Background: an optimization exercise with open tools, aiming at small area, a short achievable clock period and few clock cycles. Do not read the settings as production practice.
RTL that was checked went through simulation tests only; none was proved equivalent to the original.
Power figures rest on the tool's default switching activity, not on a simulated workload.

== v6 ==
==> module divider, before the edit <==
module divider
	# (parameter SIZE = 32)
   (input clk,
	input start,
	input reset,
	input [SIZE - 1:0] divisor, dividend,
	output reg error, done,
	output [SIZE - 1:0] quotient, remainder
	);
localparam [1:0] IDLE = 2'd0, NORM = 2'd1, ITER = 2'd2;
reg [1:0] state;
reg [SIZE-1:0] r, q, d;
reg [4:0] cnt;
reg [4:0] lz_d, lz_r;     
function [4:0] lzc;      
	input [SIZE-1:0] x;
	integer i;
	begin
		lzc = 5'd0;
		for (i = 0; i < SIZE; i = i + 1)
			if (x[i]) lzc = SIZE - 1 - i;
	end
endfunction
function [SIZE-1:0] smear;
	input [SIZE-1:0] x;
	integer i;
	begin
		smear = x;
		for (i = 1; i < SIZE; i = i * 2)
			smear = smear | (smear >> i);
	end
endfunction
wire [4:0] n = lz_d - lz_r;    
wire       dvsr_zero = (divisor == 0);
wire       q_zero = dvsr_zero | (|(divisor & ~smear(dividend)));
function [SIZE:0] sub_ks;      
	input [SIZE-1:0] a, b;
	reg [SIZE:0] g, p;
	integer k, s;
	begin
		g = {a & ~b, 1'b1};        
		p = {~(a ^ b), 1'b0};
		for (s = 1; s <= SIZE; s = s * 2)
			for (k = 0; k <= SIZE; k = k + 1)
				if ((k / s) % 2 == 1) begin
					g[k] = g[k] | (p[k] & g[(k / s) * s - 1]);
					p[k] = p[k] & p[(k / s) * s - 1];
				end
		sub_ks = {g[SIZE], ~(a ^ b) ^ g[SIZE-1:0]};
	end
endfunction
wire [SIZE:0] sres = sub_ks(r, d);
wire [SIZE-1:0] diff = sres[SIZE-1:0];
wire          ge = sres[SIZE];
assign quotient  = q;
assign remainder = r;
always @(posedge clk) begin
	if (reset) begin
		state <= IDLE;
		done  <= 1'b0;
		error <= 1'b0;
	end else begin
		done  <= 1'b0;
		error <= 1'b0;
		case (state)
			IDLE:
				if (start) begin
					done  <= q_zero;
					error <= dvsr_zero;
					if (!q_zero) state <= NORM;
				end
			NORM:
				state <= ITER;
			ITER:
				if (cnt == 0) begin
					state <= IDLE;
					done  <= 1'b1;
				end
			default:
				state <= IDLE;
		endcase
	end
end
wire idle = (state == IDLE);
wire take = ge & (state == ITER);
always @(posedge clk)
	r <= ({SIZE{idle}} & dividend) | ({SIZE{take}} & diff) | ({SIZE{~idle & ~take}} & r);
always @(posedge clk) begin
	lz_d <= lzc(divisor);
	lz_r <= lzc(dividend);
end
always @(posedge clk)
	q <= idle ? {SIZE{1'b0}} : {q[SIZE-2:0], take};
always @(posedge clk) begin
	case (state)
		IDLE: d <= divisor;
		NORM: d <= d << n;
		default: d <= d >> 1;
	endcase
	cnt <= (state == NORM) ? n : cnt - 1'b1;
end
endmodule
Settings: LEC_CHECK=0, CAP_MARGIN=20, CORE_MARGIN=2, CORE_UTILIZATION=40, CTS_BUF_LIST=sky130_fd_sc_hd__clkbuf_8, PLACE_DENSITY=0.6, SETUP_SLACK_MARGIN=2.0, SLEW_MARGIN=20, TNS_END_PERCENT=0; clock period 4.0 ns.
standard.sh (not shown) runs the stock make flow with config.mk's settings and CLKGATE_MAP_FILE= SYNTH_SCRIPT=/design/flow/synth_recipe.tcl, a recipe that flattens the netlist after the stock synthesis.
==> flow/flow/run.sh <==
#!/bin/bash
set -euo pipefail
export BUFFER_PORTS_ARGS="-buffer_cell sky130_fd_sc_hd__buf_1"
export CTS_ARGS="-sink_clustering_enable -repair_clock_nets -buf_list sky130_fd_sc_hd__clkbuf_8 -dont_use_dummy_load"
bash standard.sh > standard.log 2>&1
Changes in v7 relative to v6:
--- a/flow/design.v
+++ b/flow/design.v
@@ -39,15 +39,14 @@
 	integer k, s;
 	begin
 		g = {a & ~b, 1'b1};        
 		p = {~(a ^ b), 1'b0};
 		for (s = 1; s <= SIZE; s = s * 2)
-			for (k = 0; k <= SIZE; k = k + 1)
-				if ((k / s) % 2 == 1) begin
-					g[k] = g[k] | (p[k] & g[(k / s) * s - 1]);
-					p[k] = p[k] & p[(k / s) * s - 1];
-				end
+			for (k = SIZE; k >= s; k = k - 1) begin
+				g[k] = g[k] | (p[k] & g[k-s]);
+				p[k] = p[k] & p[k-s];
+			end
 		sub_ks = {g[SIZE], ~(a ^ b) ^ g[SIZE-1:0]};
 	end
 endfunction
 wire [SIZE:0] sres = sub_ks(r, d);
 wire [SIZE-1:0] diff = sres[SIZE-1:0];
Findings:
v7 reached the final stage; the timing, DRC and antenna checks on its layout passed. Relative to v6, the multiplexer share of the synthesized area of v7 is lower by 0.52 points. Going from v6 to v7, non-filler instance count after layout increased about 2.5%, worst vdd rail ir drop shrank by 0.019 mV. In the metrics for v6 and v7, the one carrying the lower fraction of area in registers is v7. Compared with v6, v7 has extra setup slack. Comparing v6 and v7, effective utilization at floorplan is lower on v7. Comparing v6 and v7, the lower period utilization is on v7.
Testbench counts of v7, summed over its fixed seeds: cycles 13,020.
Only the layout flow was run in v6; the RTL was not checked for function there.


divider with an RTL version that a note above also has.
For scale: roughly 970 cells after synthesis, roughly 130 I/O pins, ~0.0079 mm² of cells after synthesis.
==> module divider, before the edit <==
module divider
	# (parameter SIZE = 32)
   (input clk,
	input start,
	input reset,
	input [SIZE - 1:0] divisor, dividend,
	output reg error, done,
	output [SIZE - 1:0] quotient, remainder
	);
localparam [1:0] IDLE = 2'd0, NORM = 2'd1, ITER = 2'd2;
reg [1:0] state;
reg [SIZE-1:0] r, q, d;
reg [4:0] cnt;
reg [4:0] lz_d, lz_r;     
function [4:0] lzc;      
	input [SIZE-1:0] x;
	integer i;
	begin
		lzc = 5'd0;
		for (i = 0; i < SIZE; i = i + 1)
			if (x[i]) lzc = SIZE - 1 - i;
	end
endfunction
function [SIZE-1:0] smear;
	input [SIZE-1:0] x;
	integer i;
	begin
		smear = x;
		for (i = 1; i < SIZE; i = i * 2)
			smear = smear | (smear >> i);
	end
endfunction
wire [4:0] n = lz_d - lz_r;    
wire       dvsr_zero = (divisor == 0);
wire       q_zero = dvsr_zero | (|(divisor & ~smear(dividend)));
function [SIZE:0] sub_ks;      
	input [SIZE-1:0] a, b;
	reg [SIZE:0] g, p;
	integer k, s;
	begin
		g = {a & ~b, 1'b1};        
		p = {~(a ^ b), 1'b0};
		for (s = 1; s <= SIZE; s = s * 2)
			for (k = SIZE; k >= s; k = k - 1) begin
				g[k] = g[k] | (p[k] & g[k-s]);
				p[k] = p[k] & p[k-s];
			end
		sub_ks = {g[SIZE], ~(a ^ b) ^ g[SIZE-1:0]};
	end
endfunction
wire [SIZE:0] sres = sub_ks(r, d);
wire [SIZE-1:0] diff = sres[SIZE-1:0];
wire          ge = sres[SIZE];
assign quotient  = q;
assign remainder = r;
always @(posedge clk) begin
	if (reset) begin
		state <= IDLE;
		done  <= 1'b0;
		error <= 1'b0;
	end else begin
		done  <= 1'b0;
		error <= 1'b0;
		case (state)
			IDLE:
				if (start) begin
					done  <= q_zero;
					error <= dvsr_zero;
					if (!q_zero) state <= NORM;
				end
			NORM:
				state <= ITER;
			ITER:
				if (cnt == 0) begin
					state <= IDLE;
					done  <= 1'b1;
				end
			default:
				state <= IDLE;
		endcase
	end
end
wire idle = (state == IDLE);
wire take = ge & (state == ITER);
always @(posedge clk)
	r <= ({SIZE{idle}} & dividend) | ({SIZE{take}} & diff) | ({SIZE{~idle & ~take}} & r);
always @(posedge clk) begin
	lz_d <= lzc(divisor);
	lz_r <= lzc(dividend);
end
always @(posedge clk)
	q <= idle ? {SIZE{1'b0}} : {q[SIZE-2:0], take};
always @(posedge clk) begin
	case (state)
		IDLE: d <= divisor;
		NORM: d <= d << n;
		default: d <= d >> 1;
	endcase
	cnt <= (state == NORM) ? n : cnt - 1'b1;
end
endmodule
Settings: LEC_CHECK=0, CAP_MARGIN=20, CORE_MARGIN=2, CORE_UTILIZATION=40, CTS_BUF_LIST=sky130_fd_sc_hd__clkbuf_8, PLACE_DENSITY=0.6, SETUP_SLACK_MARGIN=2.0, SLEW_MARGIN=20, TNS_END_PERCENT=0; clock period 4.0 ns.
==> flow/flow/run.sh <==
#!/bin/bash
set -euo pipefail
export BUFFER_PORTS_ARGS="-buffer_cell sky130_fd_sc_hd__buf_1"
bash standard.sh > standard.log 2>&1
Testbench counts at the start, summed over its fixed seeds: cycles 13,020.
==> next run, changes <==
--- a/flow/design.v
+++ b/flow/design.v
@@ -30,28 +30,33 @@
 			smear = smear | (smear >> i);
 	end
 endfunction
 wire [4:0] n = lz_d - lz_r;    
 wire       dvsr_zero = (divisor == 0);
 wire       q_zero = dvsr_zero | (|(divisor & ~smear(dividend)));
-function [SIZE:0] sub_ks;      
+function [SIZE:0] sub_pp;      
 	input [SIZE-1:0] a, b;
 	reg [SIZE:0] g, p;
-	integer k, s;
+	integer i, s;
 	begin
 		g = {a & ~b, 1'b1};        
 		p = {~(a ^ b), 1'b0};
 		for (s = 1; s <= SIZE; s = s * 2)
-			for (k = SIZE; k >= s; k = k - 1) begin
-				g[k] = g[k] | (p[k] & g[k-s]);
-				p[k] = p[k] & p[k-s];
+			for (i = 2*s-1; i <= SIZE; i = i + 2*s) begin
+				g[i] = g[i] | (p[i] & g[i-s]);
+				p[i] = p[i] & p[i-s];
 			end
-		sub_ks = {g[SIZE], ~(a ^ b) ^ g[SIZE-1:0]};
+		for (s = SIZE; s >= 1; s = s / 2)
+			for (i = 3*s-1; i <= SIZE; i = i + 2*s) begin
+				g[i] = g[i] | (p[i] & g[i-s]);
+				p[i] = p[i] & p[i-s];
+			end
+		sub_pp = {g[SIZE], ~(a ^ b) ^ g[SIZE-1:0]};
 	end
 endfunction
-wire [SIZE:0] sres = sub_ks(r, d);
+wire [SIZE:0] sres = sub_pp(r, d);
 wire [SIZE-1:0] diff = sres[SIZE-1:0];
 wire          ge = sres[SIZE];
 assign quotient  = q;
 assign remainder = r;
 always @(posedge clk) begin
 	if (reset) begin
The new run completed without violations.
Clock-buffer cell count decreases by 1.
Global-route usage drops by 0.67 points.
Clock skew hardly moves.
Worst setup slack got worse by 320 ps.
Area after synthesis decreases by about 2.4%.
Total power goes down by about 7%.
Worst hold slack improved by 14 ps.
Utilization went down by 0.87 points.
Sequential share of layout area increases by 1.0 points.
Critical path depth climbs by 6.
Cell area goes down by 4.6%.
Wire length falls by about 5%.
Clock power increases by about 3%.
Die area decreases by about 2.4%.
Only the layout flow was run in the second run of this note; the RTL was not checked for function there.

## afterwards: timing with drivers on the ports
How much do the figures lean on ideal ports? The routed layouts below were timed once more, with nothing changed but the port constraints. Step 1, drivers: a clkbuf_16 drives clk and a buf_2 each remaining input, both assumed. Step 2 also shifts input and output timing later by t, the mid clock arrival at the registers, as if the neighbouring blocks saw the same clock. Slacks: no drivers / after step 1 / after step 2; pairs: no drivers / after step 1.
| run | t, ns | setup WS [ns] | worst hold slack (ns) | pins driven straight from the clock port |
|---|---|---|---|---|
| v6 | 0.469 | 0.597 / 0.597 / 0.597 | 0.449 / 0.449 / 0.449 | 1 |
| v7 | 0.496 | 1.162 / 1.162 / 0.849 | 0.440 / 0.440 / 0.440 | 1 |
| the first run of note 2 | 0.516 | 1.165 / 1.165 / 0.863 | 0.447 / 0.447 / 0.447 | 1 |
| the second run of note 2 | 0.484 | 0.843 / 0.843 / 0.843 | 0.462 / 0.462 / 0.462 | 1 |
After both steps setup and hold are still met in every run listed. For v7, which loses most, drivers alone change the setup slack by 0.000 ns; drivers and shift together by -0.313 ns.
